This is an optimization exercise on Yosys and OpenROAD, whose aim is small area, a short achievable clock period and few clock cycles, not a production implementation. The RTL was checked by simulation tests, not by an equivalence proof against the original design.

## flow/design.v (module list and top-level ports; edited modules follow where they fit)
// module qadd: 44 lines
// module mfa: 4 lines
// module mha: 4 lines
// module mbenc: 5 lines
// module mbsel: 3 lines
// module mxor: 3 lines
// module sqcs: 388 lines
// module mulcs: 1522 lines
// module xnew: 197 lines
// module ynew: 52 lines
// module escape: 150 lines
// module escape_time_mdbrot: 209 lines
module escape_time_mdbrot(input logic clk, input logic rst, input logic start,
                          input logic [12:0] max_iter, input logic [31:0] xmin, input logic [31:0] xmax, input logic [31:0] ymin, input logic [31:0] ymax, input logic [31:0] Xscale, input logic [31:0] Yscale,
                          output logic [7:0] vga_x, output logic [6:0] vga_y, output logic [2:0] vga_colour, output logic vga_plot,
                          output logic ready);
  // ...
==> flow/run.sh <==
#!/bin/bash
# synth_recipe.tcl (not shown) runs the flow's synth.tcl, then flattens the netlist and writes it again
# the make line also repeats each setting of config.mk as NAME=value (left out here)
make -C /OpenROAD-flow-scripts/flow DESIGN_CONFIG=/design/flow/config.mk WORK_HOME=/design/flow/orfs CLKGATE_MAP_FILE= SYNTH_SCRIPT=/design/flow/synth_recipe.tcl finish
==> flow/config.mk <==
export PLATFORM = sky130hd
export DESIGN_NAME = escape_time_mdbrot
export DESIGN_NICKNAME = escape_time_mdbrot
export VERILOG_FILES = /design/flow/design.v
export SDC_FILE = /design/flow/constraint.sdc
export NUM_CORES = 4
export LEC_CHECK = 0
export CAP_MARGIN = 20
export CORE_MARGIN = 2
export CORE_UTILIZATION = 40
export PLACE_DENSITY = 0.6
export SLEW_MARGIN = 20
export SYNTH_HIERARCHICAL = 1
==> flow/constraint.sdc <==
create_clock -name core_clock -period 20.0 [get_ports {clk}]
set_input_delay 4.0000 -clock core_clock [delete_from_list [all_inputs] [get_ports {clk}]]
set_output_delay 4.0000 -clock core_clock [all_outputs]
set_load 0.01 [all_outputs]
==> run_summary.xml, run 1 <==
<?xml version="1.0" encoding="UTF-8"?>
<metrics>
  <group name="clock_network">
    <metric name="clk_path_buf_depth" unit="">3</metric>
    <metric name="cts_num_sinks" unit="">569</metric>
    <metric name="cts-htree-levels" unit="">3</metric>
    <metric name="clock-root-buffer" unit="">clkbuf_16</metric>
    <metric name="postCtsSetupRepairBufs" unit="">0</metric>
  </group>
  <group name="hold_path">
    <metric name="min_path_type" unit="">flop to flop</metric>
  </group>
  <group name="cells_and_area">
    <metric name="n_fill_cell" unit="">11800</metric>
    <metric name="num-nets-final" unit="">5862</metric>
    <metric name="post_route_cells_drive_above_1_share" unit="">0.0865</metric>
    <metric name="multi_input_comb_area" unit="mm2">0.0361</metric>
    <metric name="antenna-diode-count" unit="">0</metric>
    <metric name="non_cts_buffers" unit="">214</metric>
    <metric name="multi_input_gates" unit="">3680</metric>
  </group>
  <group name="placement">
    <metric name="gp_routability_congestion" unit="">0.860</metric>
    <metric name="post-place-ws" unit="ns">13.87</metric>
  </group>
  <group name="timing">
    <metric name="number_of_hold_violations_in_the_final_report" unit="">0</metric>
  </group>
  <group name="global_route">
    <metric name="met3_track_usage_gr" unit="">0.0342</metric>
    <metric name="grt_util_all_layers" unit="">0.221</metric>
    <metric name="vias_in_the_first_global_route" unit="">37000</metric>
    <metric name="grt_start_max_net_pins" unit="">75</metric>
    <metric name="grtUsageMet2" unit="">0.357</metric>
  </group>
  <group name="critical_path">
    <metric name="cp_data_arrival_time" unit="ns">6.76</metric>
    <metric name="endpoint_kind" unit="">flop</metric>
    <metric name="critPathCapture" unit="">xyc2</metric>
  </group>
  <group name="yosys">
    <metric name="synth_mux_area_frac" unit="">0.0295</metric>
    <metric name="yosysMostFrequentCell" unit="">fa_1</metric>
    <metric name="fraction_of_the_mapped_netlist_area_in_simple_logic_gates" unit="">0.123</metric>
  </group>
  <group name="run_status">
    <metric name="status" unit="">complete, no violations</metric>
  </group>
  <group name="drt">
    <metric name="routed_wl" unit="um">143000</metric>
    <metric name="detailedRoute.firstPassIterationCount" unit="">7</metric>
    <metric name="post_drt_wl_per_cell" unit="um">22.6</metric>
    <metric name="top_layer" unit="">met4</metric>
  </group>
  <group name="floorplan">
    <metric name="die_span_y" unit="um">361</metric>
  </group>
</metrics>
Testbench counts, summed over its fixed seeds: cycles 2,352,101.
==> module ynew, before the edit <==
module ynew(input [24:0] cy, input [23:0] pa, input [23:0] pb, input pc, output [24:0] q);
wire [23:0] cyh = cy[24:1];
wire yn_s0, yn_c0;
mha u_yn_1(.a(cyh[0]), .b(pa[0]), .s(yn_s0), .co(yn_c0));
wire yn_s1, yn_c1;
mfa u_yn_2(.a(cyh[1]), .b(pa[1]), .c(pb[1]), .s(yn_s1), .co(yn_c1));
wire yn_s2, yn_c2;
mfa u_yn_3(.a(cyh[2]), .b(pa[2]), .c(pb[2]), .s(yn_s2), .co(yn_c2));
wire yn_s3, yn_c3;
mfa u_yn_4(.a(cyh[3]), .b(pa[3]), .c(pb[3]), .s(yn_s3), .co(yn_c3));
wire yn_s4, yn_c4;
mfa u_yn_5(.a(cyh[4]), .b(pa[4]), .c(pb[4]), .s(yn_s4), .co(yn_c4));
wire yn_s5, yn_c5;
mfa u_yn_6(.a(cyh[5]), .b(pa[5]), .c(pb[5]), .s(yn_s5), .co(yn_c5));
wire yn_s6, yn_c6;
mfa u_yn_7(.a(cyh[6]), .b(pa[6]), .c(pb[6]), .s(yn_s6), .co(yn_c6));
wire yn_s7, yn_c7;
mfa u_yn_8(.a(cyh[7]), .b(pa[7]), .c(pb[7]), .s(yn_s7), .co(yn_c7));
wire yn_s8, yn_c8;
mfa u_yn_9(.a(cyh[8]), .b(pa[8]), .c(pb[8]), .s(yn_s8), .co(yn_c8));
wire yn_s9, yn_c9;
mfa u_yn_10(.a(cyh[9]), .b(pa[9]), .c(pb[9]), .s(yn_s9), .co(yn_c9));
wire yn_s10, yn_c10;
mfa u_yn_11(.a(cyh[10]), .b(pa[10]), .c(pb[10]), .s(yn_s10), .co(yn_c10));
wire yn_s11, yn_c11;
mfa u_yn_12(.a(cyh[11]), .b(pa[11]), .c(pb[11]), .s(yn_s11), .co(yn_c11));
wire yn_s12, yn_c12;
mfa u_yn_13(.a(cyh[12]), .b(pa[12]), .c(pb[12]), .s(yn_s12), .co(yn_c12));
wire yn_s13, yn_c13;
mfa u_yn_14(.a(cyh[13]), .b(pa[13]), .c(pb[13]), .s(yn_s13), .co(yn_c13));
wire yn_s14, yn_c14;
mfa u_yn_15(.a(cyh[14]), .b(pa[14]), .c(pb[14]), .s(yn_s14), .co(yn_c14));
wire yn_s15, yn_c15;
mfa u_yn_16(.a(cyh[15]), .b(pa[15]), .c(pb[15]), .s(yn_s15), .co(yn_c15));
wire yn_s16, yn_c16;
mfa u_yn_17(.a(cyh[16]), .b(pa[16]), .c(pb[16]), .s(yn_s16), .co(yn_c16));
wire yn_s17, yn_c17;
mfa u_yn_18(.a(cyh[17]), .b(pa[17]), .c(pb[17]), .s(yn_s17), .co(yn_c17));
wire yn_s18, yn_c18;
mfa u_yn_19(.a(cyh[18]), .b(pa[18]), .c(pb[18]), .s(yn_s18), .co(yn_c18));
wire yn_s19, yn_c19;
mfa u_yn_20(.a(cyh[19]), .b(pa[19]), .c(pb[19]), .s(yn_s19), .co(yn_c19));
wire yn_s20, yn_c20;
mfa u_yn_21(.a(cyh[20]), .b(pa[20]), .c(pb[20]), .s(yn_s20), .co(yn_c20));
wire yn_s21, yn_c21;
mfa u_yn_22(.a(cyh[21]), .b(pa[21]), .c(pb[21]), .s(yn_s21), .co(yn_c21));
wire yn_s22, yn_c22;
mfa u_yn_23(.a(cyh[22]), .b(pa[22]), .c(pb[22]), .s(yn_s22), .co(yn_c22));
wire yn_s23, yn_c23;
mfa u_yn_24(.a(cyh[23]), .b(pa[23]), .c(pb[23]), .s(yn_s23), .co(yn_c23));
assign q = {{yn_s23, yn_s22, yn_s21, yn_s20, yn_s19, yn_s18, yn_s17, yn_s16, yn_s15, yn_s14, yn_s13, yn_s12, yn_s11, yn_s10, yn_s9, yn_s8, yn_s7, yn_s6, yn_s5, yn_s4, yn_s3, yn_s2, yn_s1, yn_s0} + {yn_c22, yn_c21, yn_c20, yn_c19, yn_c18, yn_c17, yn_c16, yn_c15, yn_c14, yn_c13, yn_c12, yn_c11, yn_c10, yn_c9, yn_c8, yn_c7, yn_c6, yn_c5, yn_c4, yn_c3, yn_c2, yn_c1, yn_c0, pb[0]} + {23'd0, pc}, cy[0]};
endmodule
==> module escape_time_mdbrot, before the edit <==
module escape_time_mdbrot(input logic clk, input logic rst, input logic start,
                          input logic [12:0] max_iter, input logic [31:0] xmin, input logic [31:0] xmax, input logic [31:0] ymin, input logic [31:0] ymax, input logic [31:0] Xscale, input logic [31:0] Yscale,
                          output logic [7:0] vga_x, output logic [6:0] vga_y, output logic [2:0] vga_colour, output logic vga_plot,
                          output logic ready);
localparam [1:0] S_IDLE = 2'd0;
localparam [1:0] S_INIT = 2'd1;
localparam [1:0] S_RUN  = 2'd2;
logic [1:0] state;
logic       init;                  
logic        xs_s, ys_s;           
logic [15:0] xs_m, ys_m;           
logic [12:0] mi_r;                 
logic        mi0, mi1, mi2;        
logic [24:0] gcx, gcy;             
logic [7:0]  gx;
logic [6:0]  gy;
logic        gdir;                 
logic        gval;                 
logic        v1, fresh1, fin1, last1, neg1;
logic [21:0] x1, y1;
logic [21:0] xs1, ys1;             
logic [12:0] rem1;                 
logic [24:0] cx1, cy1;
logic [7:0]  px1;
logic [6:0]  py1;
logic        v2, fin2, last2, per2;
logic [21:0] xs2, ys2;
logic [23:0] xxa2, xxb2, yya2, yyb2;    
logic        xxc2, yyc2;
logic [23:0] xya2, xyb2;                
logic        xyc2;
logic [12:0] rem2;
logic [24:0] cx2, cy2;
logic [7:0]  px2;
logic [6:0]  py2;
function automatic logic big25(input logic [24:0] v);
     big25 = (v[24:21] != 4'b0000) && (v[24:21] != 4'b1111);
endfunction
logic        gwrap, glast;
logic [24:0] gcx_a, gcy_a;
logic [23:0] gcx_b, gcy_b;
logic        gcx_s, gcy_s;
logic [24:0] gcx_sum, gcy_sum, gcx_nx, gcy_nx;
assign gwrap = gdir ? (gy == 7'd0) : (gy == 7'd119);
assign glast = gwrap & (gx == 8'd159);
assign gcx_a = init ? 25'd0 : gcx;
assign gcx_b = init ? gcx[23:0] : {8'd0, xs_m};
assign gcx_s = init ? gcx[24] : xs_s;
assign gcy_a = init ? 25'd0 : gcy;
assign gcy_b = init ? gcy[23:0] : {8'd0, ys_m};
assign gcy_s = init ? gcy[24] : (ys_s ^ gdir);
assign gcx_sum = gcx_a + {gcx_s, gcx_b ^ {24{gcx_s}}} + 25'(gcx_s);
assign gcy_sum = gcy_a + {gcy_s, gcy_b ^ {24{gcy_s}}} + 25'(gcy_s);
assign gcx_nx = gwrap ? gcx_sum : gcx;
assign gcy_nx = gwrap ? gcy : gcy_sum;
logic [23:0] xxa, xxb, yya, yyb;
logic        xxc, yyc, xyc;
logic [23:0] xya, xyb;
sqcs  sq_x   (.x(x1), .ha(xxa), .hb(xxb), .c(xxc));
sqcs  sq_y   (.x(y1), .ha(yya), .hb(yyb), .c(yyc));
mulcs mul_xy (.x(x1), .y(y1), .neg(neg1), .ha(xya), .hb(xyb), .c(xyc));
logic match, save;
assign match = ~fresh1 & (x1 == xs1) & (y1 == ys1);
assign save = fresh1 | (rem1[1:0] == 2'd0);
always_ff @(posedge clk) begin
     per2  <= match;
     xs2   <= save ? x1 : xs1;
     ys2   <= save ? y1 : ys1;
     xxa2  <= xxa;
     xxb2  <= xxb;
     xxc2  <= xxc;
     yya2  <= yya;
     yyb2  <= yyb;
     yyc2  <= yyc;
     xya2  <= xya;
     xyb2  <= xyb;
     xyc2  <= xyc;
     if (fresh1) begin
          fin2  <= mi0 | mi1 | big25(gcx) | big25(gcy);
          last2 <= mi2;
          rem2  <= mi0 ? 13'd0 : mi_r;
          cx2   <= gcx;
          cy2   <= gcy;
          px2   <= gx;
          py2   <= gy;
     end else begin
          fin2  <= fin1;
          last2 <= last1;
          rem2  <= rem1;
          cx2   <= cx1;
          cy2   <= cy1;
          px2   <= px1;
          py2   <= py1;
     end
end
logic        esc, stop, avail, take;
logic [24:0] xn, yn;
escape esc_t (.xa(xxa2), .xb(xxb2), .xc(xxc2), .ya(yya2), .yb(yyb2), .yc(yyc2), .esc(esc));
xnew   xn_a  (.xa(xxa2), .xb(xxb2), .xc(xxc2), .ya(yya2), .yb(yyb2), .yc(yyc2), .cx(cx2), .q(xn));
ynew   yn_a  (.cy(cy2), .pa(xya2), .pb(xyb2), .pc(xyc2), .q(yn));
assign stop = v2 & (fin2 | esc | last2 | per2);
assign avail = (state == S_RUN) & gval & ~(fresh1 & glast);
assign take = avail & (~v2 | stop);
logic [2:0] col;
assign col = mi_r[2:0] + 3'd1 - rem2[2:0];
always_ff @(posedge clk) begin
     if (take) begin
          x1   <= fresh1 ? gcx_nx[21:0] : gcx[21:0];
          y1   <= fresh1 ? gcy_nx[21:0] : gcy[21:0];
          neg1 <= fresh1 ? (gcx_nx[21] ^ gcy_nx[21]) : (gcx[21] ^ gcy[21]);
     end else begin
          x1   <= xn[21:0];
          y1   <= yn[21:0];
          neg1 <= xn[21] ^ yn[21];
     end
     rem1       <= rem2 - 13'd1;
     fin1       <= big25(xn) | big25(yn);
     last1      <= (rem2 == 13'd2);
     xs1        <= xs2;
     ys1        <= ys2;
     cx1        <= cx2;
     cy1        <= cy2;
     px1        <= px2;
     py1        <= py2;
     vga_colour <= ((~fin2 & ~esc) | rem2 == 13'd0) ? 3'd0 : col;
end
always_ff @(posedge clk) begin
     if (!rst) begin
          v1       <= 1'b0;
          v2       <= 1'b0;
          fresh1   <= 1'b0;
          vga_plot <= 1'b0;
     end else begin
          v1       <= take | (v2 & ~stop);
          v2       <= v1;
          fresh1   <= take;
          vga_plot <= stop;
     end
end
assign vga_x = px1;
assign vga_y = py1;
always_ff @(posedge clk) begin
     if (!rst) begin
          state <= S_IDLE;
          init  <= 1'b0;
          ready <= 1'b1;
          gval  <= 1'b0;
     end else begin
          case (state)
               S_IDLE: begin
                    gval <= 1'b0;
                    if (start) begin
                         state <= S_INIT;
                         init  <= 1'b1;
                         ready <= 1'b0;
                    end
               end
               S_INIT: begin
                    init  <= 1'b0;
                    gval  <= 1'b1;
                    state <= S_RUN;
               end
               default: begin
                    if (fresh1 && glast) gval <= 1'b0;
                    if (!gval && !v1 && !v2) begin
                         state <= S_IDLE;
                         ready <= 1'b1;
                    end
               end
          endcase
     end
end
always_ff @(posedge clk) begin
     case (state)
          S_IDLE: begin
               xs_s <= Xscale[31];
               xs_m <= Xscale[15:0];
               ys_s <= Yscale[31];
               ys_m <= Yscale[15:0];
               mi_r <= max_iter;
               gcx  <= {xmin[31], 1'b0, xmin[22:0]};
               gcy  <= {ymin[31], 1'b0, ymin[22:0]};
               gx   <= 8'd0;
               gy   <= 7'd0;
               gdir <= 1'b0;
          end
          S_INIT: begin
               mi0  <= (mi_r == 13'd0);
               mi1  <= (mi_r == 13'd1);
               mi2  <= (mi_r == 13'd2);
               mi_r <= mi_r - 13'd1;
               gcx  <= gcx_sum;
               gcy  <= gcy_sum;
          end
          default: begin
               if (fresh1) begin
                    gcx <= gcx_nx;
                    gcy <= gcy_nx;
                    if (gwrap) begin
                         gx   <= gx + 8'd1;
                         gdir <= ~gdir;
                    end else begin
                         gy   <= gdir ? gy - 7'd1 : gy + 7'd1;
                    end
               end
          end
     endcase
end
endmodule
==> inputs of run 2 (changes only) <==
--- a/flow/design.v
+++ b/flow/design.v
@@ -445,17 +445,17 @@
 mfa u_sq_190(.a(~(x[18] & x[21])), .b((x[19] & x[20])), .c(x[20]), .s(sq_s189), .co(sq_c189));
 wire [19:0] lo_a = {sq_s168, sq_s167, sq_s166, sq_s165, sq_s164, sq_s163, sq_s162, sq_s161, sq_s160, sq_s159, sq_s158, sq_s157, sq_s156, sq_s155, sq_s154, sq_s153, (x[0] & x[2]), (x[0] & x[1]), 1'b0, x[0]};
 wire [19:0] lo_b = {sq_c167, sq_c166, sq_c165, sq_c164, sq_c163, sq_c162, sq_c161, sq_c160, sq_c159, sq_c158, sq_c157, sq_c156, sq_c155, sq_c154, sq_c153, x[2], 1'b0, x[1], 1'b0, 1'b0};
 wire [20:0] lo = {1'b0, lo_a} + {1'b0, lo_b};
 assign c = lo[20];
 assign ha = {1'b0, ~(x[20] & x[21]), ~(x[19] & x[21]), sq_s189, sq_s188, sq_s187, sq_s186, sq_s185, sq_s184, sq_s183, sq_s182, sq_s181, sq_s180, sq_s179, sq_s178, sq_s177, sq_s176, sq_s175, sq_s174, sq_s173, sq_s172, sq_s171, sq_s170, sq_s169};
 assign hb = {1'b0, x[21], sq_c189, sq_c188, sq_c187, sq_c186, sq_c185, sq_c184, sq_c183, sq_c182, sq_c181, sq_c180, sq_c179, sq_c178, sq_c177, sq_c176, sq_c175, sq_c174, sq_c173, sq_c172, sq_c171, sq_c170, sq_c169, sq_c168};
 endmodule
-module mulcs(input [21:0] x, input [21:0] y, input neg, output [23:0] ha, output [23:0] hb, output c);
+module mulcs(input [21:0] x, input [21:0] y, input neg, output [23:0] ha, output [23:0] hb, output [19:0] la, output [19:0] lb);
 wire bo0, bt0, bn0;
 mbenc u_benc0(.y1(y[1]), .y0(y[0]), .ym(1'b0), .one(bo0), .two(bt0), .neg(bn0));
 wire bp0_0;
 wire bp0_0s;
 mbsel u_bsel0_0(.one(bo0), .two(bt0), .a(x[0]), .b(1'b0), .p(bp0_0s));
 mxor u_bxor0_0(.a(bp0_0s), .b(bn0), .p(bp0_0));
 wire bp0_1;
 wire bp0_1s;
@@ -1960,20 +1960,18 @@
 wire mul_s236, mul_c236;
 mfa u_mul_237(.a(mul_s196), .b(mul_c159), .c(mul_c195), .s(mul_s236), .co(mul_c236));
 wire mul_s237, mul_c237;
 mfa u_mul_238(.a(mul_s197), .b(1'b1), .c(mul_c196), .s(mul_s237), .co(mul_c237));
 wire mul_s238, mul_c238;
 mfa u_mul_239(.a(~bp9_22), .b(bp10_20), .c(mul_c197), .s(mul_s238), .co(mul_c238));
 wire mul_s239, mul_c239;
 mha u_mul_240(.a(bp10_21), .b(1'b1), .s(mul_s239), .co(mul_c239));
-wire [19:0] lo_a = {mul_s217, mul_s216, mul_s215, mul_s214, mul_s213, mul_s212, mul_s211, mul_s210, mul_s209, mul_s208, mul_s207, mul_s206, mul_s205, mul_s204, mul_s203, mul_s202, mul_s201, mul_s200, mul_s199, mul_s198};
-wire [19:0] lo_b = {mul_c216, mul_c215, mul_c214, mul_c213, mul_c212, mul_c211, mul_c210, mul_c209, mul_c208, mul_c207, mul_c206, mul_c205, mul_c204, mul_c203, mul_c202, mul_c201, mul_c200, mul_c199, mul_c198, neg};
-wire [20:0] lo = {1'b0, lo_a} + {1'b0, lo_b};
-assign c = lo[20];
+assign la = {mul_s217, mul_s216, mul_s215, mul_s214, mul_s213, mul_s212, mul_s211, mul_s210, mul_s209, mul_s208, mul_s207, mul_s206, mul_s205, mul_s204, mul_s203, mul_s202, mul_s201, mul_s200, mul_s199, mul_s198};
+assign lb = {mul_c216, mul_c215, mul_c214, mul_c213, mul_c212, mul_c211, mul_c210, mul_c209, mul_c208, mul_c207, mul_c206, mul_c205, mul_c204, mul_c203, mul_c202, mul_c201, mul_c200, mul_c199, mul_c198, neg};
 assign ha = {1'b1, ~bp10_22, mul_s239, mul_s238, mul_s237, mul_s236, mul_s235, mul_s234, mul_s233, mul_s232, mul_s231, mul_s230, mul_s229, mul_s228, mul_s227, mul_s226, mul_s225, mul_s224, mul_s223, mul_s222, mul_s221, mul_s220, mul_s219, mul_s218};
 assign hb = {1'b0, mul_c239, mul_c238, mul_c237, mul_c236, mul_c235, mul_c234, mul_c233, mul_c232, mul_c231, mul_c230, mul_c229, mul_c228, mul_c227, mul_c226, mul_c225, mul_c224, mul_c223, mul_c222, mul_c221, mul_c220, mul_c219, mul_c218, mul_c217};
 endmodule
 module xnew(input [23:0] xa, input [23:0] xb, input xc, input [23:0] ya, input [23:0] yb, input yc, input [24:0] cx, output [24:0] q);
 wire xn_s0, xn_c0;
 mfa u_xn_1(.a(xa[0]), .b(xb[0]), .c(~ya[0]), .s(xn_s0), .co(xn_c0));
 wire xn_s1, xn_c1;
 mfa u_xn_2(.a(xa[1]), .b(xb[1]), .c(~ya[1]), .s(xn_s1), .co(xn_c1));
@@ -2164,18 +2162,20 @@
 wire xn_s94, xn_c94;
 mfa u_xn_95(.a(xn_s69), .b(xn_c42), .c(xn_c68), .s(xn_s94), .co(xn_c94));
 wire xn_s95, xn_c95;
 mfa u_xn_96(.a(xn_s70), .b(xn_c44), .c(xn_c69), .s(xn_s95), .co(xn_c95));
 wire xn_s96, xn_c96;
 mfa u_xn_97(.a(xn_s71), .b(xn_c46), .c(xn_c70), .s(xn_s96), .co(xn_c96));
 assign q = {xn_s96, xn_s95, xn_s94, xn_s93, xn_s92, xn_s91, xn_s90, xn_s89, xn_s88, xn_s87, xn_s86, xn_s85, xn_s84, xn_s83, xn_s82, xn_s81, xn_s80, xn_s79, xn_s78, xn_s77, xn_s76, xn_s75, xn_s74, xn_s73, xn_s72} + {xn_c95, xn_c94, xn_c93, xn_c92, xn_c91, xn_c90, xn_c89, xn_c88, xn_c87, xn_c86, xn_c85, xn_c84, xn_c83, xn_c82, xn_c81, xn_c80, xn_c79, xn_c78, xn_c77, xn_c76, xn_c75, xn_c74, xn_c73, xn_c72, yc} + {24'd0, xc};
 endmodule
-module ynew(input [24:0] cy, input [23:0] pa, input [23:0] pb, input pc, output [24:0] q);
+module ynew(input [24:0] cy, input [23:0] pa, input [23:0] pb, input [19:0] la, input [19:0] lb, output [24:0] q);
 wire [23:0] cyh = cy[24:1];
+wire [20:0] lo = {1'b0, la} + {1'b0, lb};
+wire pc = lo[20];
 wire yn_s0, yn_c0;
 mha u_yn_1(.a(cyh[0]), .b(pa[0]), .s(yn_s0), .co(yn_c0));
 wire yn_s1, yn_c1;
 mfa u_yn_2(.a(cyh[1]), .b(pa[1]), .c(pb[1]), .s(yn_s1), .co(yn_c1));
 wire yn_s2, yn_c2;
 mfa u_yn_3(.a(cyh[2]), .b(pa[2]), .c(pb[2]), .s(yn_s2), .co(yn_c2));
 wire yn_s3, yn_c3;
 mfa u_yn_4(.a(cyh[3]), .b(pa[3]), .c(pb[3]), .s(yn_s3), .co(yn_c3));
@@ -2396,17 +2396,17 @@
 logic [24:0] cx1, cy1;
 logic [7:0]  px1;
 logic [6:0]  py1;
 logic        v2, fin2, last2, per2;
 logic [21:0] xs2, ys2;
 logic [23:0] xxa2, xxb2, yya2, yyb2;    
 logic        xxc2, yyc2;
 logic [23:0] xya2, xyb2;                
-logic        xyc2;
+logic [19:0] xyla2, xylb2;              
 logic [12:0] rem2;
 logic [24:0] cx2, cy2;
 logic [7:0]  px2;
 logic [6:0]  py2;
 function automatic logic big25(input logic [24:0] v);
      big25 = (v[24:21] != 4'b0000) && (v[24:21] != 4'b1111);
 endfunction
 logic        gwrap, glast;
@@ -2422,37 +2422,39 @@
 assign gcy_a = init ? 25'd0 : gcy;
 assign gcy_b = init ? gcy[23:0] : {8'd0, ys_m};
 assign gcy_s = init ? gcy[24] : (ys_s ^ gdir);
 assign gcx_sum = gcx_a + {gcx_s, gcx_b ^ {24{gcx_s}}} + 25'(gcx_s);
 assign gcy_sum = gcy_a + {gcy_s, gcy_b ^ {24{gcy_s}}} + 25'(gcy_s);
 assign gcx_nx = gwrap ? gcx_sum : gcx;
 assign gcy_nx = gwrap ? gcy : gcy_sum;
 logic [23:0] xxa, xxb, yya, yyb;
-logic        xxc, yyc, xyc;
+logic        xxc, yyc;
 logic [23:0] xya, xyb;
+logic [19:0] xyla, xylb;
 sqcs  sq_x   (.x(x1), .ha(xxa), .hb(xxb), .c(xxc));
 sqcs  sq_y   (.x(y1), .ha(yya), .hb(yyb), .c(yyc));
-mulcs mul_xy (.x(x1), .y(y1), .neg(neg1), .ha(xya), .hb(xyb), .c(xyc));
+mulcs mul_xy (.x(x1), .y(y1), .neg(neg1), .ha(xya), .hb(xyb), .la(xyla), .lb(xylb));
 logic match, save;
 assign match = ~fresh1 & (x1 == xs1) & (y1 == ys1);
 assign save = fresh1 | (rem1[1:0] == 2'd0);
 always_ff @(posedge clk) begin
      per2  <= match;
      xs2   <= save ? x1 : xs1;
      ys2   <= save ? y1 : ys1;
      xxa2  <= xxa;
      xxb2  <= xxb;
      xxc2  <= xxc;
      yya2  <= yya;
      yyb2  <= yyb;
      yyc2  <= yyc;
      xya2  <= xya;
      xyb2  <= xyb;
-     xyc2  <= xyc;
+     xyla2 <= xyla;
+     xylb2 <= xylb;
      if (fresh1) begin
           fin2  <= mi0 | mi1 | big25(gcx) | big25(gcy);
           last2 <= mi2;
           rem2  <= mi0 ? 13'd0 : mi_r;
           cx2   <= gcx;
           cy2   <= gcy;
           px2   <= gx;
           py2   <= gy;
@@ -2465,17 +2467,17 @@
           px2   <= px1;
           py2   <= py1;
      end
 end
 logic        esc, stop, avail, take;
 logic [24:0] xn, yn;
 escape esc_t (.xa(xxa2), .xb(xxb2), .xc(xxc2), .ya(yya2), .yb(yyb2), .yc(yyc2), .esc(esc));
 xnew   xn_a  (.xa(xxa2), .xb(xxb2), .xc(xxc2), .ya(yya2), .yb(yyb2), .yc(yyc2), .cx(cx2), .q(xn));
-ynew   yn_a  (.cy(cy2), .pa(xya2), .pb(xyb2), .pc(xyc2), .q(yn));
+ynew   yn_a  (.cy(cy2), .pa(xya2), .pb(xyb2), .la(xyla2), .lb(xylb2), .q(yn));
 assign stop = v2 & (fin2 | esc | last2 | per2);
 assign avail = (state == S_RUN) & gval & ~(fresh1 & glast);
 assign take = avail & (~v2 | stop);
 logic [2:0] col;
 assign col = mi_r[2:0] + 3'd1 - rem2[2:0];
 always_ff @(posedge clk) begin
      if (take) begin
           x1   <= fresh1 ? gcx_nx[21:0] : gcx[21:0];
==> run 2 against run 1 <==
Net effect:
- synthesized cell count rose by 2.1%
- critical path depth rose by 1
- first-iteration DRC count rose by 1.8%
- non-clock buffer count fell by 8
- largest cell class unchanged
- highest routed layer unchanged
==> run_summary.xml, run 2 <==
<?xml version="1.0" encoding="UTF-8"?>
<metrics>
  <group name="timing">
    <metric name="rsz_0062_raised_after_global_routing" unit="">false</metric>
    <metric name="tightestPinTransition" unit="ns">1.04</metric>
    <metric name="timing.fmax" unit="GHz">0.165</metric>
    <metric name="layout_min_cycle_time" unit="ns">6.07</metric>
    <metric name="setup_total_negative_slack" unit="ns">0</metric>
    <metric name="timing.final.setup_violations" unit="">0</metric>
    <metric name="min_setup_slack_post_route" unit="ns">13.93</metric>
    <metric name="post-route-period-util" unit="">0.303</metric>
    <metric name="timing.final.max_slew_violations" unit="">0</metric>
    <metric name="timing.max_slew.rel_slack" unit="">0.304</metric>
    <metric name="number_of_hold_violations_in_the_final_report" unit="">0</metric>
    <metric name="finalClockSkew" unit="ns">0.0599</metric>
  </group>
  <group name="cells_and_area">
    <metric name="final_cell_mix" unit="">fa_1 (701), dfxtp_1 (457), and2_1 (426)</metric>
    <metric name="syn_to_final_growth" unit="%">8.65</metric>
    <metric name="instances_no_fill" unit="">6512</metric>
    <metric name="layout.cell_area.non_filler" unit="mm2">0.0566</metric>
    <metric name="post_route_cells_drive_above_1_share" unit="">0.0866</metric>
    <metric name="layout.cells.most_common" unit="">fa_1</metric>
    <metric name="num-nets-final" unit="">5914</metric>
  </group>
  <group name="clock_network">
    <metric name="post_cts_sizing_count" unit="">0</metric>
    <metric name="cts_num_sinks" unit="">608</metric>
    <metric name="clk_pin_slew_worst_paths" unit="ns">0.06</metric>
    <metric name="tritoncts" unit="">built</metric>
    <metric name="cts-htree-levels" unit="">3</metric>
    <metric name="cts_hold_repair.buffers" unit="">0</metric>
    <metric name="postCtsSetupRepairBufs" unit="">0</metric>
    <metric name="insertion_delay" unit="ns">0.69</metric>
    <metric name="clock-root-buffer" unit="">clkbuf_16</metric>
    <metric name="tritoncts.num_buffers" unit="">73</metric>
    <metric name="clk_path_buf_depth" unit="">3</metric>
  </group>
  <group name="placement">
    <metric name="post-place-ws" unit="ns">14.00</metric>
    <metric name="gp_routability_congestion" unit="">0.897</metric>
    <metric name="io_buffers" unit="">117</metric>
    <metric name="place_inst" unit="">6373</metric>
    <metric name="placement_stage_cell_area" unit="mm2">0.0541</metric>
    <metric name="post-dp-hpwl" unit="um">98800</metric>
  </group>
  <group name="yosys">
    <metric name="netlist_top_cells_count" unit="">fa_1 (701), dfxtp_1 (492), and2_1 (427)</metric>
    <metric name="synthFlopType" unit="">dfxtp_1</metric>
    <metric name="synthDistinctLibCells" unit="">108</metric>
    <metric name="synth_edf_count" unit="">116</metric>
    <metric name="synth.yosys.seq_area_share" unit="">0.256</metric>
    <metric name="synthTopCellsByArea" unit="">fa_1 (27%), dfxtp_1 (19%), ha_1 (7.2%)</metric>
    <metric name="postSynthCellCount" unit="">4772</metric>
    <metric name="syn_area_per_cell" unit="um2">10.9</metric>
    <metric name="syn_std_cell_area" unit="mm2">0.0521</metric>
    <metric name="synth_top_area_frac" unit="">0.269</metric>
    <metric name="synth.largest_area_cell" unit="">fa_1</metric>
    <metric name="ys_seq_elements" unit="">608</metric>
    <metric name="yosysMostFrequentCell" unit="">fa_1</metric>
    <metric name="async_flop_share" unit="">0</metric>
    <metric name="ys_warn_count" unit="">7</metric>
  </group>
  <group name="critical_path">
    <metric name="timing.critical_path.mode_cell" unit="">fa_1</metric>
    <metric name="cp_data_arrival_time" unit="ns">6.56</metric>
    <metric name="cp_data_required_time" unit="ns">20.50</metric>
    <metric name="critical_path.max_fanout" unit="">39</metric>
    <metric name="reg2reg_depth" unit="">16</metric>
    <metric name="worst_r2r_startpoint" unit="">xxa2[3]</metric>
    <metric name="worst_r2r_endpoint" unit="">y1[2]</metric>
    <metric name="cp.depth" unit="">16</metric>
    <metric name="start_kind" unit="">flop</metric>
    <metric name="path_cells" unit="">fa_1 &gt; fa_1 &gt; fa_1 &gt; ha_1 &gt; a21o_1 &gt; a21oi_1 &gt; o21ai_2 &gt; a41o_1 &gt; a21oi_2 &gt; xor2_1 &gt; nand3_1 &gt; nor4_1 &gt; nand2_1 &gt; and2_2 &gt; buf_4 &gt; a31oi_1</metric>
    <metric name="critPathLaunch" unit="">xxa2[3]</metric>
    <metric name="critPathCapture" unit="">y1[2]</metric>
    <metric name="timing_worst_setup_path_type" unit="">flop to flop</metric>
    <metric name="reg2reg_setup_slack" unit="ns">13.93</metric>
    <metric name="critical_path_s_top_delay_family" unit="">adder cells</metric>
    <metric name="cpMaxStageDelayCell" unit="">nor4_1</metric>
    <metric name="endpoint_kind" unit="">flop</metric>
    <metric name="critical_path.max_stage_delay" unit="ns">0.64</metric>
    <metric name="critical_path.n_buffers_inverters" unit="">1</metric>
  </group>
  <group name="floorplan">
    <metric name="row_count" unit="">132</metric>
    <metric name="initial_utilization" unit="">0.403</metric>
    <metric name="die_span_y" unit="um">365</metric>
    <metric name="core_area" unit="mm2">0.129</metric>
    <metric name="top_level_ports" unit="">228</metric>
    <metric name="die_w" unit="um">365</metric>
    <metric name="die_area" unit="mm2">0.133</metric>
  </group>
  <group name="drt">
    <metric name="post_drt_wl_per_cell" unit="um">22.1</metric>
    <metric name="antenna_left" unit="">0</metric>
    <metric name="num_vias" unit="">35700</metric>
    <metric name="vias_per_cell" unit="">5.48</metric>
    <metric name="remaining_drc_errors" unit="">0</metric>
    <metric name="detailedRoute.firstPassIterationCount" unit="">7</metric>
    <metric name="routed_wl" unit="um">144000</metric>
    <metric name="drt-initial-drc-count" unit="">2649</metric>
  </group>
  <group name="run_status">
    <metric name="status" unit="">complete, no violations</metric>
  </group>
  <group name="global_route">
    <metric name="grt_start_max_net_pins" unit="">64</metric>
    <metric name="globalRouteOverflowTotal" unit="">0</metric>
    <metric name="vias_in_the_first_global_route" unit="">37400</metric>
    <metric name="grt_first_pass_wirelength" unit="um">222000</metric>
    <metric name="grt_util_all_layers" unit="">0.217</metric>
    <metric name="antenna_found_initial" unit="">6</metric>
  </group>
  <group name="hold_path">
    <metric name="min_path_type" unit="">flop to flop</metric>
  </group>
  <group name="run">
    <metric name="drv.max_cap_violation_count" unit="">0</metric>
  </group>
</metrics>
==> run 2: stage by stage <==
stage | hold WS (ns) | utilization
6_report | 0.288 | 0.437
5_1_grt | 0.306 | 0.437
4_1_cts | 0.298 | 0.437
3_5_place_dp | 0.312 | 0.418
3_3_place_gp | 0.311 | 0.418
2_1_floorplan | 0.310 | -
==> run 2: worst register-to-register path: cells and delay by family (launching register included) <==
| kind | cells | cell delay (ns) |
|---|---|---|
| adders and majority gates | 4 | 1.78 |
| xor gates and xnor gates | 1 | 0.15 |
| and+or+nand+nor | 4 | 1.54 |
| buffers and inverters | 1 | 0.38 |
| AOI/OAI and AO/OA | 6 | 1.68 |
| DFF | 1 | 0.34 |
==> run 2: logic make-up (layout without fill, tap and decap cells) <==
group                    after synthesis  after routing  share of synthesized area
flip-flops                           608            608                      0.256
AND/OR/NAND/NOR                     1176           1176                      0.120
AO/OA/AOI/OAI                        876            876                      0.124
adder cells (fa/ha/maj)             1000           1000                      0.341
multiplexers                         138            138                     0.0290
other                                  5             36                   0.000360
XOR/XNOR                             468            468                     0.0789
buffers and inverters                501            468                     0.0514
==> run 2: per-module statistics from Yosys (local to each module, per instance) <==
module | cells | cell area [um2] | flip-flops and latches | times used
escape_time_mdbrot | 2041 | 22700 | 608 | 1
sqcs | 357 | 2240 | 0 | 2
ynew | 235 | 1790 | 0 | 1
xnew | 214 | 1430 | 0 | 1
escape | 93 | 716 | 0 | 1
mulcs | 100 | 702 | 0 | 1
mbenc | 5 | 38.8 | 0 | 11
mfa | 1 | 20.0 | 0 | 694
mha | 1 | 12.5 | 0 | 120
mbsel | 1 | 8.76 | 0 | 253
mxor | 1 | 8.76 | 0 | 253
==> run 2: area by class of cell <==
| cell class | instances | area (um2) |
|---|---|---|
| Sequential cell | 608 | 13400 |
| Antenna cell | 3 | 7.51 |
| Clock inverter | 29 | 399 |
| Timing Repair Buffer | 206 | 1840 |
| Inverter | 126 | 473 |
| Clock buffer | 107 | 2110 |
| Multi-Input combinational cell | 3691 | 36200 |
| Tap cell | 1742 | 2180 |
| Fill cell | 12200 | 72900 |
==> run 2: how the worst min path moves through the flow <==
stage               slack, ns  cells after the start      end    start
floorplan                0.31                      0   px1[0]   px2[0]
global placement         0.31                      0  ys1[19]  ys2[19]
detailed placement       0.31                      0  ys1[15]  ys2[15]
CTS                      0.30                      0  ys1[11]  ys2[11]
global route             0.31                      0   xs1[2]   xs2[2]
finish                   0.29                      0  ys1[11]  ys2[11]
==> run 2: per-layer routing <==
metal	vias to the layer above	global-route usage	share of wire
met5	-	0	0
met4	0	0.0753	0.032
met3	236	0.0381	0.068
met2	1144	0.355	0.46
met1	18300	0.290	0.44
li1	16000	-	-
Testbench counts of run 2, summed over its fixed seeds: cycles 2,352,101.
==> inputs of run 3 (changes only) <==
--- a/flow/config.mk
+++ b/flow/config.mk
@@ -9,4 +9,4 @@
 export CORE_MARGIN = 2
-export CORE_UTILIZATION = 40
-export PLACE_DENSITY = 0.6
+export CORE_UTILIZATION = 65
+export PLACE_DENSITY = 0.75
 export SLEW_MARGIN = 20
==> run 3 against run 2 <==
Net effect:
- cell count is 11% lower
- die area is 38% lower
- clock-buffer cell count is 15 lower
- sequential share of layout area is 0.36 points higher
- utilization is 27 points higher
- register-to-register slack better by 0.26 ns
- critical path depth stayed put
- clock skew is 0.022 ns lower
==> run_summary.xml, run 3 <==
<?xml version="1.0" encoding="UTF-8"?>
<metrics>
  <group name="hold_path">
    <metric name="min_path_cells" unit="">0</metric>
    <metric name="min_path_type" unit="">flop to flop</metric>
    <metric name="min_from" unit="">xs2[0]</metric>
  </group>
  <group name="timing">
    <metric name="post-route-period-util" unit="">0.291</metric>
    <metric name="setup_total_negative_slack" unit="ns">0</metric>
    <metric name="layout_min_cycle_time" unit="ns">5.81</metric>
    <metric name="timing.max_slew.rel_slack" unit="">0.254</metric>
    <metric name="tightestPinTransition" unit="ns">1.12</metric>
    <metric name="fin_worst_hold_slack" unit="ns">0.321</metric>
    <metric name="rsz_0062_raised_after_global_routing" unit="">false</metric>
    <metric name="number_of_hold_violations_in_the_final_report" unit="">0</metric>
    <metric name="timing.fmax" unit="GHz">0.172</metric>
    <metric name="timing.final.setup_violations" unit="">0</metric>
    <metric name="finalClockSkew" unit="ns">0.0380</metric>
    <metric name="timing.final.max_slew_violations" unit="">0</metric>
  </group>
  <group name="floorplan">
    <metric name="top_level_ports" unit="">228</metric>
    <metric name="die_area" unit="mm2">0.0825</metric>
    <metric name="die_span_y" unit="um">287</metric>
    <metric name="row_count" unit="">103</metric>
    <metric name="die_w" unit="um">287</metric>
    <metric name="initial_utilization" unit="">0.659</metric>
    <metric name="core_area" unit="mm2">0.0791</metric>
  </group>
  <group name="global_route">
    <metric name="grt_util_all_layers" unit="">0.332</metric>
    <metric name="grt_start_max_net_pins" unit="">74</metric>
    <metric name="antenna_found_initial" unit="">3</metric>
    <metric name="vias_in_the_first_global_route" unit="">37800</metric>
    <metric name="globalRouteOverflowTotal" unit="">0</metric>
    <metric name="grt_first_pass_wirelength" unit="um">211000</metric>
  </group>
  <group name="cells_and_area">
    <metric name="final_cell_mix" unit="">fa_1 (701), dfxtp_1 (472), and2_1 (426)</metric>
    <metric name="num-nets-final" unit="">5902</metric>
    <metric name="instances_no_fill" unit="">5800</metric>
    <metric name="layout.cells.most_common" unit="">fa_1</metric>
    <metric name="syn_to_final_growth" unit="%">6.86</metric>
    <metric name="post_route_cells_drive_above_1_share" unit="">0.0821</metric>
  </group>
  <group name="critical_path">
    <metric name="worst_r2r_startpoint" unit="">xxa2[3]</metric>
    <metric name="timing_worst_setup_path_type" unit="">flop to flop</metric>
    <metric name="cp_data_arrival_time" unit="ns">6.27</metric>
    <metric name="reg2reg_depth" unit="">16</metric>
    <metric name="critPathLaunch" unit="">xxa2[3]</metric>
    <metric name="start_kind" unit="">flop</metric>
    <metric name="cp_data_required_time" unit="ns">20.46</metric>
    <metric name="endpoint_kind" unit="">flop</metric>
    <metric name="critical_path.max_fanout" unit="">73</metric>
  </group>
  <group name="drt">
    <metric name="drt-initial-drc-count" unit="">2864</metric>
    <metric name="remaining_drc_errors" unit="">0</metric>
    <metric name="routed_wl" unit="um">135000</metric>
    <metric name="post_drt_wl_per_cell" unit="um">23.2</metric>
    <metric name="detailedRoute.firstPassIterationCount" unit="">6</metric>
    <metric name="vias_per_cell" unit="">6.19</metric>
    <metric name="num_vias" unit="">35900</metric>
    <metric name="antenna_left" unit="">0</metric>
  </group>
  <group name="yosys">
    <metric name="postSynthCellCount" unit="">4772</metric>
    <metric name="synth_edf_count" unit="">116</metric>
    <metric name="yosysMostFrequentCell" unit="">fa_1</metric>
    <metric name="synthTopCellsByArea" unit="">fa_1 (27%), dfxtp_1 (19%), ha_1 (7.2%)</metric>
    <metric name="ys_seq_elements" unit="">608</metric>
    <metric name="syn_area_per_cell" unit="um2">10.9</metric>
    <metric name="synth_top_area_frac" unit="">0.269</metric>
    <metric name="ys_warn_count" unit="">7</metric>
    <metric name="async_flop_share" unit="">0</metric>
    <metric name="syn_std_cell_area" unit="mm2">0.0521</metric>
    <metric name="synthFlopType" unit="">dfxtp_1</metric>
    <metric name="synth.largest_area_cell" unit="">fa_1</metric>
    <metric name="netlist_top_cells_count" unit="">fa_1 (701), dfxtp_1 (492), and2_1 (427)</metric>
    <metric name="synth.yosys.seq_area_share" unit="">0.256</metric>
    <metric name="synthDistinctLibCells" unit="">108</metric>
  </group>
  <group name="clock_network">
    <metric name="postCtsSetupRepairBufs" unit="">0</metric>
    <metric name="cts_num_sinks" unit="">608</metric>
    <metric name="clk_path_buf_depth" unit="">3</metric>
    <metric name="post_cts_sizing_count" unit="">0</metric>
    <metric name="cts_hold_repair.buffers" unit="">0</metric>
    <metric name="tritoncts" unit="">built</metric>
    <metric name="clk_pin_slew_worst_paths" unit="ns">0.06</metric>
    <metric name="clock-root-buffer" unit="">clkbuf_16</metric>
    <metric name="cts-htree-levels" unit="">3</metric>
    <metric name="tritoncts.num_buffers" unit="">69</metric>
    <metric name="insertion_delay" unit="ns">0.65</metric>
  </group>
  <group name="placement">
    <metric name="post-dp-hpwl" unit="um">91800</metric>
    <metric name="gp_routability_congestion" unit="">0.937</metric>
    <metric name="place_inst" unit="">5672</metric>
    <metric name="io_buffers" unit="">117</metric>
  </group>
  <group name="run_status">
    <metric name="status" unit="">complete, no violations</metric>
  </group>
  <group name="run">
    <metric name="drv.max_cap_violation_count" unit="">0</metric>
  </group>
</metrics>
[run 3: cell counts after synthesis]
No cell type changed its count.
[run 3: cells by family after synthesis]
kind of cell    after synthesis  share of synthesized area
xor+xnor                    468                     0.0789
mux                         138                     0.0290
fa+ha+maj                  1000                      0.341
buf+inv                     501                     0.0514
compound gates              876                      0.124
other cells                   5                   0.000360
simple gates               1176                      0.120
flops                       608                      0.256
[run 3: final timing paths]
kind / end / slack, ns
min reg2reg: xs1[0] / 0.32
max reg2reg: neg1 / 14.19
min: xs1[0] / 0.32
max: neg1 / 14.19
[run 3: per-module statistics from Yosys, one instance, submodules excluded]
module	cells inside	cell area [um2]	flops+latches	times used
mxor	1	8.76	0	253
escape	93	716	0	1
mbsel	1	8.76	0	253
mha	1	12.5	0	120
sqcs	357	2240	0	2
mfa	1	20.0	0	694
escape_time_mdbrot	2041	22700	608	1
mbenc	5	38.8	0	11
ynew	235	1790	0	1
mulcs	100	702	0	1
xnew	214	1430	0	1
[run 3: routing by layer]
metal  track usage  up-vias  share of wire
met3        0.0547      319          0.071
met4         0.130        2          0.040
met1         0.435    18200           0.41
met2         0.552     1392           0.48
li1              -    16000              -
met5             0        -       0.000096
[run 3: area by class of cell]
| cell class | instances | area (um2) |
|---|---|---|
| Inverter | 126 | 473 |
| Tap cell | 1050 | 1310 |
| Timing Repair Buffer | 198 | 1790 |
| Antenna cell | 2 | 5.00 |
| Multi-Input combinational cell | 3691 | 36300 |
| Clock inverter | 33 | 497 |
| Fill cell | 5897 | 23400 |
| Clock buffer | 92 | 2010 |
| Sequential cell | 608 | 13400 |
[run 3: worst max-delay path: stages, from the launching register on]
cell	delay [ns]
dfxtp_1	0.34
fa_1	0.51
fa_1	0.52
fa_1	0.44
ha_1	0.33
a21o_1	0.19
a21oi_1	0.31
o21ai_2	0.14
a41o_1	0.27
a21oi_2	0.15
xor2_1	0.15
nand3_1	0.30
nor4_1	0.74
nand2_1	0.16
and2_2	0.20
buf_4	0.35
o22ai_1	0.53
[run 3: stage by stage]
step	area (um2)	setup slack, ns	util
CTS	55700	14.23	0.704
global placement	53200	14.36	0.672
finish	55700	14.19	0.704
floorplan	52200	15.30	-
global route	55700	13.94	0.704
detailed placement	53200	14.26	0.672
==> inputs of run 4 (changes only) <==
--- a/flow/design.v
+++ b/flow/design.v
@@ -2386,2 +2386,3 @@
 logic        mi0, mi1, mi2;        
+logic [12:0] mim1;                 
 logic [24:0] gcx, gcy;             
@@ -2455,3 +2456,3 @@
           last2 <= mi2;
-          rem2  <= mi0 ? 13'd0 : mi_r;
+          rem2  <= mi0 ? 13'd0 : mim1;
           cx2   <= gcx;
@@ -2475,3 +2476,3 @@
 ynew   yn_a  (.cy(cy2), .pa(xya2), .pb(xyb2), .la(xyla2), .lb(xylb2), .q(yn));
-assign stop = v2 & (fin2 | esc | last2 | per2);
+assign stop = v2 & (fin2 | last2 | per2);
 assign avail = (state == S_RUN) & gval & ~(fresh1 & glast);
@@ -2479,3 +2480,3 @@
 logic [2:0] col;
-assign col = mi_r[2:0] + 3'd1 - rem2[2:0];
+assign col = mi_r[2:0] - rem2[2:0];
 always_ff @(posedge clk) begin
@@ -2490,4 +2491,4 @@
      end
-     rem1       <= rem2 - 13'd1;
-     fin1       <= big25(xn) | big25(yn);
+     rem1       <= esc ? rem2 : rem2 - 13'd1;
+     fin1       <= esc | big25(xn) | big25(yn);
      last1      <= (rem2 == 13'd2);
@@ -2499,3 +2500,3 @@
      py1        <= py2;
-     vga_colour <= ((~fin2 & ~esc) | rem2 == 13'd0) ? 3'd0 : col;
+     vga_colour <= ((fin2 | esc) & rem2 != 13'd0) ? col : 3'd0;
 end
@@ -2547,2 +2548,13 @@
 end
+assign mim1 = mi_r - 13'd1;
+assign mi0 = (mi_r == 13'd0);
+assign mi1 = (mi_r == 13'd1);
+assign mi2 = (mi_r == 13'd2);
+always_ff @(posedge clk) begin
+     xs_s <= Xscale[31];
+     xs_m <= Xscale[15:0];
+     ys_s <= Yscale[31];
+     ys_m <= Yscale[15:0];
+     mi_r <= max_iter;
+end
 always_ff @(posedge clk) begin
@@ -2550,7 +2562,2 @@
           S_IDLE: begin
-               xs_s <= Xscale[31];
-               xs_m <= Xscale[15:0];
-               ys_s <= Yscale[31];
-               ys_m <= Yscale[15:0];
-               mi_r <= max_iter;
                gcx  <= {xmin[31], 1'b0, xmin[22:0]};
@@ -2562,6 +2569,2 @@
           S_INIT: begin
-               mi0  <= (mi_r == 13'd0);
-               mi1  <= (mi_r == 13'd1);
-               mi2  <= (mi_r == 13'd2);
-               mi_r <= mi_r - 13'd1;
                gcx  <= gcx_sum;
--- a/flow/config.mk
+++ b/flow/config.mk
@@ -9,4 +9,4 @@
 export CORE_MARGIN = 2
-export CORE_UTILIZATION = 65
-export PLACE_DENSITY = 0.75
+export CORE_UTILIZATION = 40
+export PLACE_DENSITY = 0.6
 export SLEW_MARGIN = 20
==> run 4 against run 3 <==
Net effect:
- still clean on timing, DRC and antenna
- critical path depth down 6
- sequential share of layout area down 1.1 points
- critical endpoint is now xyla2[18]
==> run_summary.xml, run 4 <==
<?xml version="1.0" encoding="UTF-8"?>
<metrics>
  <group name="timing">
    <metric name="timing.fmax" unit="GHz">0.177</metric>
    <metric name="tightestPinTransition" unit="ns">1.16</metric>
    <metric name="timing.final.setup_violations" unit="">0</metric>
    <metric name="timing.final.max_slew_violations" unit="">0</metric>
    <metric name="post-route-period-util" unit="">0.282</metric>
    <metric name="timing.max_slew.rel_slack" unit="">0.223</metric>
    <metric name="number_of_hold_violations_in_the_final_report" unit="">0</metric>
    <metric name="setup_total_negative_slack" unit="ns">0</metric>
    <metric name="finalClockSkew" unit="ns">0.0302</metric>
    <metric name="rsz_0062_raised_after_global_routing" unit="">false</metric>
    <metric name="layout_min_cycle_time" unit="ns">5.65</metric>
    <metric name="fin_worst_hold_slack" unit="ns">0.306</metric>
  </group>
  <group name="critical_path">
    <metric name="worst_r2r_endpoint" unit="">xyla2[18]</metric>
    <metric name="start_kind" unit="">flop</metric>
    <metric name="reg2reg_setup_slack" unit="ns">14.35</metric>
    <metric name="timing_worst_setup_path_type" unit="">flop to flop</metric>
    <metric name="reg2reg_depth" unit="">10</metric>
    <metric name="endpoint_kind" unit="">flop</metric>
    <metric name="worst_r2r_startpoint" unit="">y1[7]</metric>
    <metric name="cpMaxStageDelayCell" unit="">xor2_1</metric>
    <metric name="timing.critical_path.mode_cell" unit="">fa_1</metric>
    <metric name="critical_path.max_stage_delay" unit="ns">0.96</metric>
    <metric name="cp_data_arrival_time" unit="ns">6.17</metric>
    <metric name="path_cells" unit="">buf_4 &gt; xor2_1 &gt; buf_4 &gt; a22o_1 &gt; xor2_1 &gt; fa_1 &gt; fa_1 &gt; fa_1 &gt; fa_1 &gt; fa_1</metric>
    <metric name="critical_path.max_fanout" unit="">41</metric>
    <metric name="critPathLaunch" unit="">y1[7]</metric>
    <metric name="cp_data_required_time" unit="ns">20.53</metric>
  </group>
  <group name="global_route">
    <metric name="vias_in_the_first_global_route" unit="">36800</metric>
    <metric name="antenna_found_initial" unit="">4</metric>
    <metric name="grt_util_all_layers" unit="">0.215</metric>
    <metric name="grt_start_max_net_pins" unit="">65</metric>
    <metric name="globalRouteOverflowTotal" unit="">0</metric>
    <metric name="grt_first_pass_wirelength" unit="um">221000</metric>
  </group>
  <group name="hold_path">
    <metric name="whs_endpoint" unit="">ys1[12]</metric>
    <metric name="min_path_type" unit="">flop to flop</metric>
    <metric name="min_from" unit="">ys2[12]</metric>
    <metric name="min_path_cells" unit="">0</metric>
  </group>
  <group name="clock_network">
    <metric name="cts_hold_repair.buffers" unit="">0</metric>
    <metric name="post_cts_sizing_count" unit="">0</metric>
    <metric name="clock-root-buffer" unit="">clkbuf_16</metric>
    <metric name="tritoncts" unit="">built</metric>
    <metric name="tritoncts.num_buffers" unit="">68</metric>
    <metric name="clk_path_buf_depth" unit="">3</metric>
    <metric name="cts-htree-levels" unit="">3</metric>
    <metric name="cts_num_sinks" unit="">605</metric>
    <metric name="clk_pin_slew_worst_paths" unit="ns">0.07</metric>
    <metric name="postCtsSetupRepairBufs" unit="">0</metric>
    <metric name="insertion_delay" unit="ns">0.68</metric>
  </group>
  <group name="yosys">
    <metric name="ys_seq_elements" unit="">605</metric>
    <metric name="yosysMostFrequentCell" unit="">fa_1</metric>
    <metric name="synth.yosys.seq_area_share" unit="">0.248</metric>
    <metric name="netlist_top_cells_count" unit="">fa_1 (702), dfxtp_1 (539), and2_1 (427)</metric>
    <metric name="syn_area_per_cell" unit="um2">10.9</metric>
    <metric name="synthTopCellsByArea" unit="">fa_1 (27%), dfxtp_1 (21%), ha_1 (7.2%)</metric>
    <metric name="synth_edf_count" unit="">66</metric>
    <metric name="synth.largest_area_cell" unit="">fa_1</metric>
    <metric name="syn_std_cell_area" unit="mm2">0.0516</metric>
    <metric name="synthDistinctLibCells" unit="">107</metric>
    <metric name="synth_top_area_frac" unit="">0.273</metric>
    <metric name="ys_warn_count" unit="">7</metric>
    <metric name="synthFlopType" unit="">dfxtp_1</metric>
    <metric name="postSynthCellCount" unit="">4737</metric>
    <metric name="async_flop_share" unit="">0</metric>
  </group>
  <group name="drt">
    <metric name="post_drt_wl_per_cell" unit="um">21.9</metric>
    <metric name="detailedRoute.firstPassIterationCount" unit="">6</metric>
    <metric name="vias_per_cell" unit="">5.46</metric>
    <metric name="drt-initial-drc-count" unit="">2482</metric>
    <metric name="antenna_left" unit="">0</metric>
    <metric name="routed_wl" unit="um">140000</metric>
    <metric name="remaining_drc_errors" unit="">0</metric>
    <metric name="num_vias" unit="">34900</metric>
  </group>
  <group name="floorplan">
    <metric name="die_w" unit="um">363</metric>
    <metric name="initial_utilization" unit="">0.404</metric>
    <metric name="die_span_y" unit="um">363</metric>
    <metric name="die_area" unit="mm2">0.132</metric>
    <metric name="top_level_ports" unit="">228</metric>
    <metric name="row_count" unit="">131</metric>
    <metric name="core_area" unit="mm2">0.128</metric>
  </group>
  <group name="placement">
    <metric name="post-dp-hpwl" unit="um">96300</metric>
    <metric name="io_buffers" unit="">117</metric>
    <metric name="gp_routability_congestion" unit="">0.876</metric>
  </group>
  <group name="run_status">
    <metric name="status" unit="">complete, no violations</metric>
  </group>
  <group name="cells_and_area">
    <metric name="n_fill_cell" unit="">12000</metric>
    <metric name="layout.cells.most_common" unit="">fa_1</metric>
    <metric name="syn_to_final_growth" unit="%">8.37</metric>
    <metric name="num-nets-final" unit="">5876</metric>
    <metric name="post_route_cells_drive_above_1_share" unit="">0.0868</metric>
    <metric name="final_cell_mix" unit="">fa_1 (702), dfxtp_1 (510), and2_1 (427)</metric>
  </group>
  <group name="run">
    <metric name="drv.max_cap_violation_count" unit="">0</metric>
  </group>
</metrics>
[run 4: cell count changes after synthesis, sizes merged, moves of 21 or more]
cell / delta
nand2: -59
edfxtp: -50
dfxtp: +47
xnor2: +24
inv: -21
xor2: -21
[run 4: modules after synthesis, one instance, submodules excluded, a selection]
module,cell area [um2],cells inside,copies in the design
escape,716,93,1
escape_time_mdbrot,22200,2006,1
mbsel,8.76,1,253
mulcs,702,100,1
mxor,8.76,1,253
xnew,1430,214,1
ynew,1790,235,1
[run 4: worst max-delay path by stage]
stage	cells after the start	slack, ns	end
after floorplan	10	15.33	xya2[6]
after global placement	10	14.43	xyla2[18]
after detailed placement	10	14.45	xyla2[18]
after CTS	1	14.32	ready
after global routing	10	14.19	xyla2[18]
final	10	14.35	xyla2[18]
[run 4: per-stage QoR]
| step | cells | utilization | setup slack [ns] | area [um2] |
|---|---|---|---|---|
| floorplan | 4765 | - | 15.33 | 51700 |
| global route | 6383 | 0.437 | 14.19 | 55900 |
| finish | 6387 | 0.438 | 14.35 | 55900 |
| global placement | 6261 | 0.419 | 14.43 | 53500 |
| detailed placement | 6261 | 0.419 | 14.45 | 53500 |
| CTS | 6383 | 0.437 | 14.32 | 55900 |
[run 4: critical path: cells and delay by family, from the launching register on]
family / cells / cell delay, ns
buffers and inverters: 2 / 1.00
DFF: 1 / 0.63
xor gates and xnor gates: 2 / 1.15
adders and majority gates: 5 / 2.55
AOI/OAI and AO/OA: 1 / 0.18
[run 4: logic make-up after synthesis]
logic type / synth area share
flip-flops: 0.248
adder cells (fa/ha/maj): 0.345
buffers and inverters: 0.0496
XOR/XNOR: 0.0800
AND/OR/NAND/NOR: 0.121
other: 0.000364
multiplexers: 0.0310
AO/OA/AOI/OAI: 0.126
[run 4: area by class of cell]
class / instances / area (um2) / area share
antenna: 4 / 10.0 / 0.000179
clock buffer: 88 / 1850 / 0.0331
clock inverter: 34 / 480 / 0.00860
inverter: 105 / 394 / 0.00705
multi-input combinational: 3678 / 36400 / 0.651
sequential: 605 / 12800 / 0.229
tap: 1662 / 2080 / 0.0372
timing repair buffer: 211 / 1880 / 0.0336
[run 4: metal layers]
layer,track usage,vias up,part of all wire
li1,-,15900,-
met1,0.300,17700,0.46
met2,0.351,1109,0.46
met3,0.0301,168,0.061
met4,0.0566,0,0.020
met5,0,-,0
Testbench counts of run 4, summed over its fixed seeds: cycles 2,373,874.
==> inputs of run 5 (changes only) <==
==> flow/flow/run.sh (new file) <==
#!/bin/bash
# The standard layout, with the port buffers that buffer_ports inserts made
# plain buf_2 cells instead of the library's default pick (a delay buffer).
set -euo pipefail
export BUFFER_PORTS_ARGS="-buffer_cell sky130_fd_sc_hd__buf_2"
bash standard.sh > standard.log 2>&1
==> flow/standard.sh (new file) <==
#!/bin/bash
# synth_recipe.tcl (not shown) runs the flow's synth.tcl, then flattens the netlist and writes it again
# the make line also repeats each setting of config.mk as NAME=value (left out here)
make -C /OpenROAD-flow-scripts/flow DESIGN_CONFIG=/design/flow/config.mk WORK_HOME=/design/flow/orfs CLKGATE_MAP_FILE= SYNTH_SCRIPT=/design/flow/synth_recipe.tcl "${@:-finish}"
--- a/flow/config.mk
+++ b/flow/config.mk
@@ -9,4 +9,4 @@
 export CORE_MARGIN = 2
-export CORE_UTILIZATION = 40
-export PLACE_DENSITY = 0.6
+export CORE_UTILIZATION = 65
+export PLACE_DENSITY = 0.75
 export SLEW_MARGIN = 20
removed: flow/run.sh
==> run 5 against run 4 <==
Net effect:
- still clean
- clock-buffer cell count shrank 2
- global-route usage grew 12 points
- via count grew 3.2%
- routed wire length shrank 5.4%
- largest cell class unchanged
==> run_summary.xml, run 5 <==
<?xml version="1.0" encoding="UTF-8"?>
<metrics>
  <group name="run_status">
    <metric name="status" unit="">complete, no violations</metric>
  </group>
  <group name="timing">
    <metric name="finalClockSkew" unit="ns">0.0601</metric>
    <metric name="timing.final.setup_violations" unit="">0</metric>
    <metric name="timing.max_slew.rel_slack" unit="">0.401</metric>
    <metric name="min_setup_slack_post_route" unit="ns">14.80</metric>
  </group>
  <group name="critical_path">
    <metric name="reg2reg_setup_slack" unit="ns">14.80</metric>
    <metric name="path_cells" unit="">buf_4 &gt; buf_4 &gt; nand2b_1 &gt; o22ai_2 &gt; buf_4 &gt; a22o_1 &gt; xor2_1 &gt; fa_1 &gt; fa_1 &gt; fa_1 &gt; fa_1 &gt; fa_1</metric>
    <metric name="critical_path.max_stage_delay" unit="ns">0.55</metric>
    <metric name="cp_data_required_time" unit="ns">20.53</metric>
  </group>
  <group name="placement">
    <metric name="placement_stage_cell_area" unit="mm2">0.0522</metric>
    <metric name="io_buffers" unit="">117</metric>
    <metric name="post-place-ws" unit="ns">14.91</metric>
  </group>
  <group name="hold_path">
    <metric name="min_path_cells" unit="">0</metric>
    <metric name="min_path_type" unit="">flop to flop</metric>
  </group>
  <group name="clock_network">
    <metric name="tritoncts.num_buffers" unit="">69</metric>
    <metric name="cts_num_sinks" unit="">605</metric>
    <metric name="cts-htree-levels" unit="">3</metric>
    <metric name="tritoncts" unit="">built</metric>
    <metric name="postCtsSetupRepairBufs" unit="">0</metric>
  </group>
  <group name="yosys">
    <metric name="synth.yosys.seq_area_share" unit="">0.248</metric>
    <metric name="post_synth_xor_area_fraction" unit="">0.0800</metric>
    <metric name="synth.largest_area_cell" unit="">fa_1</metric>
    <metric name="synthDistinctLibCells" unit="">107</metric>
    <metric name="yosysMostFrequentCell" unit="">fa_1</metric>
    <metric name="synth_top_family_by_area" unit="">adder cells</metric>
    <metric name="fraction_of_the_mapped_netlist_area_in_simple_logic_gates" unit="">0.121</metric>
    <metric name="syn_std_cell_area" unit="mm2">0.0516</metric>
    <metric name="async_flop_share" unit="">0</metric>
    <metric name="synth_compound_area_frac" unit="">0.126</metric>
    <metric name="synthFlopType" unit="">dfxtp_1</metric>
  </group>
  <group name="drt">
    <metric name="wl_met3" unit="um">13800</metric>
    <metric name="vias_per_cell" unit="">6.23</metric>
    <metric name="drt-initial-drc-count" unit="">3000</metric>
    <metric name="detailedRoute.firstPassIterationCount" unit="">5</metric>
    <metric name="met2WireLength" unit="um">59400</metric>
    <metric name="antenna_left" unit="">0</metric>
    <metric name="routed_wl" unit="um">133000</metric>
  </group>
  <group name="global_route">
    <metric name="grt_util_all_layers" unit="">0.331</metric>
    <metric name="antenna_found_initial" unit="">3</metric>
    <metric name="grt_start_max_net_pins" unit="">65</metric>
  </group>
  <group name="run">
    <metric name="drv.max_cap_violation_count" unit="">0</metric>
  </group>
  <group name="floorplan">
    <metric name="die_w" unit="um">286</metric>
    <metric name="die_area" unit="mm2">0.0816</metric>
  </group>
</metrics>
[run 5: cell counts after synthesis]
Identical to the previous run, type by type.
[run 5: worst paths after layout]
check              end     from
min            xs1[17]  xs2[17]
min reg2reg    xs1[17]  xs2[17]
max          xyla2[19]    y1[9]
max reg2reg  xyla2[19]    y1[9]
[run 5: layout make-up]
class	count	area (um2)
clock inverter	41	583
sequential	605	12800
timing repair buffer	215	1320
clock buffer	86	1870
fill	5856	24100
tap	1050	1310
inverter	105	394
multi-input combinational	3678	36400
[run 5: cells by family (layout without fill, tap and decap cells)]
group	after synthesis	after routing
AND/OR/NAND/NOR	1155	1155
adder cells (fa/ha/maj)	999	999
AO/OA/AOI/OAI	874	874
flip-flops	605	605
buffers and inverters	482	447
XOR/XNOR	471	471
multiplexers	146	146
other	5	33
[run 5: Yosys stat by module, one instance, submodules excluded, excerpt]
module,flops+latches,copies in the design,cells,area (um2)
escape,0,1,93,716
escape_time_mdbrot,605,1,2006,22200
xnew,0,1,214,1430
mfa,0,694,1,20.0
mulcs,0,1,100,702
mbsel,0,253,1,8.76
ynew,0,1,235,1790
[run 5: metal layers]
layer  global-route usage  up-vias
met4                0.102        2
met3               0.0755      255
met5                    0        -
met1                0.468    18000
met2                0.510     1816
li1                     -    15900
[run 5: through the flow]
| step | utilization | hold WS (ns) |
|---|---|---|
| floorplan | - | 0.310 |
| global placement | 0.663 | 0.310 |
| detailed placement | 0.663 | 0.312 |
| CTS | 0.694 | 0.314 |
| global route | 0.694 | 0.327 |
| finish | 0.694 | 0.312 |

afterwards: timing with drivers on the ports:
The flow's constraints put no driver on any port. The routed layouts listed below were extracted and timed again, unchanged, in two steps.
Step 1, drivers: a clkbuf_16 drives clk and a buf_2 each remaining input, both assumed.
Step 2 moves the port delays by t, midway between the first and last clock arrival at a register: inputs arrive t later, outputs are due t later. That takes back most of the time a late clock gives input paths.
Slacks: ideal ports / drivers / drivers and shift; pairs: ideal ports / drivers.
| run | shift t [ns] | setup WS [ns] | clock arrival spread, ns | worst register clock-pin slew, ns |
|---|---|---|---|---|
| run 1 | 0.736 | 13.849 / 13.849 / 13.849 | 0.045 / 0.046 | 0.07 / 0.07 |
| run 2 | 0.738 | 13.931 / 13.931 / 13.931 | 0.066 / 0.067 | 0.07 / 0.07 |
| run 3 | 0.696 | 14.189 / 14.189 / 14.189 | 0.040 / 0.040 | 0.06 / 0.06 |
| run 4 | 0.730 | 14.355 / 14.306 / 14.355 | 0.033 / 0.032 | 0.07 / 0.07 |
| run 5 | 0.696 | 14.802 / 14.797 / 14.802 | 0.065 / 0.065 | 0.07 / 0.07 |
After both steps setup and hold are still met in every run listed.
